This design comes from an exercise in tuning for small area on the open sky130 flow, not from production work.
In this exercise RTL edits were held to simulation tests only and were not proved equivalent to the original.
The clock port is modelled as an ideal driver; clocking choices that lean on that would not hold on a real chip.

==> inputs of 03-20 <==
==> flow/design.v (excerpt) <==
module fir_12bit(
  input clk,
  input rst,
  input wire signed [11:0] signal_in,
  output wire signed [11:0] signal_out
);
  reg [11:0] r0;
  reg [11:0] r1;
  reg [11:0] r2;
  reg [11:0] r3;
  reg [11:0] r4;
  reg [11:0] r5;
  reg [11:0] r6;
  reg [11:0] r7;
  reg [11:0] r8;
  reg [11:0] r9;
  reg [11:0] r10;
  reg [11:0] r11;
  reg [11:0] r12;
  reg [11:0] r13;
  reg [11:0] r14;
  reg [11:0] r15;
  reg [11:0] r16;
  reg [11:0] r17;
  reg [11:0] r18;
  reg [11:0] r19;
  reg [11:0] r20;
  reg [11:0] r21;
  reg [11:0] r22;
  reg [11:0] r23;
  reg [11:0] r24;
  reg [11:0] r25;
  reg [11:0] r26;
  reg [11:0] r27;
  reg [11:0] r28;
  reg [11:0] r29;
  reg [11:0] r30;
  reg [11:0] r31;
  reg [11:0] r32;
  reg [11:0] r33;
  reg [11:0] r34;
  reg [11:0] r35;
  reg [11:0] r36;
  reg [11:0] r37;
  reg [11:0] r38;
  reg [11:0] r39;
  reg [11:0] r40;
  reg [11:0] r41;
  reg [11:0] r42;
  reg [11:0] r43;
  reg [11:0] r44;
  reg [11:0] r45;
  reg [11:0] r46;
  reg [11:0] r47;
  reg [11:0] r48;
  reg [11:0] r49;
  reg [11:0] r50;
  reg [11:0] r51;
  reg [11:0] r52;
  reg [11:0] r53;
  reg [11:0] r54;
  reg [11:0] r55;
  reg [11:0] r56;
  ...
export LEC_CHECK = 0
export CAP_MARGIN = 20
export CORE_MARGIN = 2
export CORE_UTILIZATION = 40
export CTS_BUF_LIST = sky130_fd_sc_hd__clkbuf_8
export CTS_CLUSTER_DIAMETER = 90
export CTS_CLUSTER_SIZE = 16
export GPL_TIMING_DRIVEN = 0
export HOLD_SLACK_MARGIN = 0.15
export PLACE_DENSITY = 0.75
export SETUP_SLACK_MARGIN = 0.05
export SLEW_MARGIN = 20
export SYNTH_HIERARCHICAL = 1
create_clock -name core_clock -period 12.0 [get_ports {clk}]
standard.sh (not shown) runs the stock make flow with config.mk's settings and CLKGATE_MAP_FILE= SYNTH_SCRIPT=/design/flow/synth_recipe.tcl, a recipe that flattens the netlist after the stock synthesis.
==> flow/flow/run.sh <==
#!/bin/bash
# The standard layout, with one change after clock-tree synthesis (flow/skew.tcl):
# the clock of the carry-save result registers q* is delayed by a short buffer
# chain, giving the adder tree that feeds them more time (useful skew between
# registers inside the design). Timing repair then runs after global routing.
set -euo pipefail
export SKIP_CTS_REPAIR_TIMING=1
# no setup repair on the unplaced netlist (the skew is added after CTS)
export REMOVE_ABC_BUFFERS=1
export POST_CTS_TCL="$PWD/flow/skew.tcl"
bash standard.sh > standard.log 2>&1
Other scripts of this flow, unchanged in this note and not shown: flow/flow/skew.tcl
==> inputs of 12-17, as changes to 03-20 <==
--- a/flow/config.mk
+++ b/flow/config.mk
@@ -14,5 +14,5 @@
 export GPL_TIMING_DRIVEN = 0
 export HOLD_SLACK_MARGIN = 0.15
-export PLACE_DENSITY = 0.75
+export PLACE_DENSITY = 0.7
 export SETUP_SLACK_MARGIN = 0.05
 export SLEW_MARGIN = 20
==> impl_metrics.toml <==
[status]
status = "timing/DRC/antenna clean"

[critical_path]
startpoint = "r14[0]"
rrSetupSlack_ns = 0.31

[global_route]
grtUsageTotal = 0.202

[final_layout]
layout-drive-gt1-share = 0.0401
diodes = 2
fill_cells = 10500
area_growth_pct = 6.93

[routing]
wl_um = 120000
routedWlPerCell_um = 27.8

[min_path]
hp-start = "r34[11]"

[placed_design]
dp_cells = 4228

[sta]
worstMarginPinSlew_ns = 0.615

[pwr]
(the above is from 03-20)
==> impl_metrics.toml <==
[routing]
wl_um = 121000
routedWlPerCell_um = 28.1

[status]
status = "timing/DRC/antenna clean"

[final_layout]
diodes = 1
fill_cells = 10600
multi_input_area_share = 0.523
layout-drive-gt1-share = 0.0386
area_growth_pct = 6.98

[placed_design]
post-dp-hpwl_um = 108000
dp_cells = 4230

[critical_path]
startpoint = "r53[0]"

[min_path]
hp-start = "r47[11]"

[yosys]
synth-main-ff-cell = "dfrtp_1"
async_reset_ff_frac = 1.00

[sta]
worstMarginPinSlew_ns = 0.551

[global_route]
grt_pass1_wl_um = 179000

[pwr]
(the above is from 12-17)

==> re-timing with driven ports <==
How much do the figures lean on ideal ports? The routed layouts below were timed once more, with nothing changed but the port constraints. Step 1: set_driving_cell puts a clkbuf_16 on clk and a buf_2 on each other input, an assumption about the parent block. Step 2, shift: input delay + t, output delay - t, t = (earliest + latest rising clock arrival at the registers) / 2. This alone moves slack from input paths to output paths. Slacks: ideal ports / drivers / drivers and shift; pairs: ideal ports / drivers.
run	t, ns	setup WS [ns]	worst setup path after step 2	clock arrival spread, ns
03-20	1.549	0.308 / 0.308 / 0.308	register to register	1.660 / 1.660
12-17	1.545	0.381 / 0.381 / 0.381	register to register	1.637 / 1.637
Clock arrivals are far apart in 03-20 and 12-17, so t is only a midpoint there and step 2 fits no single register.
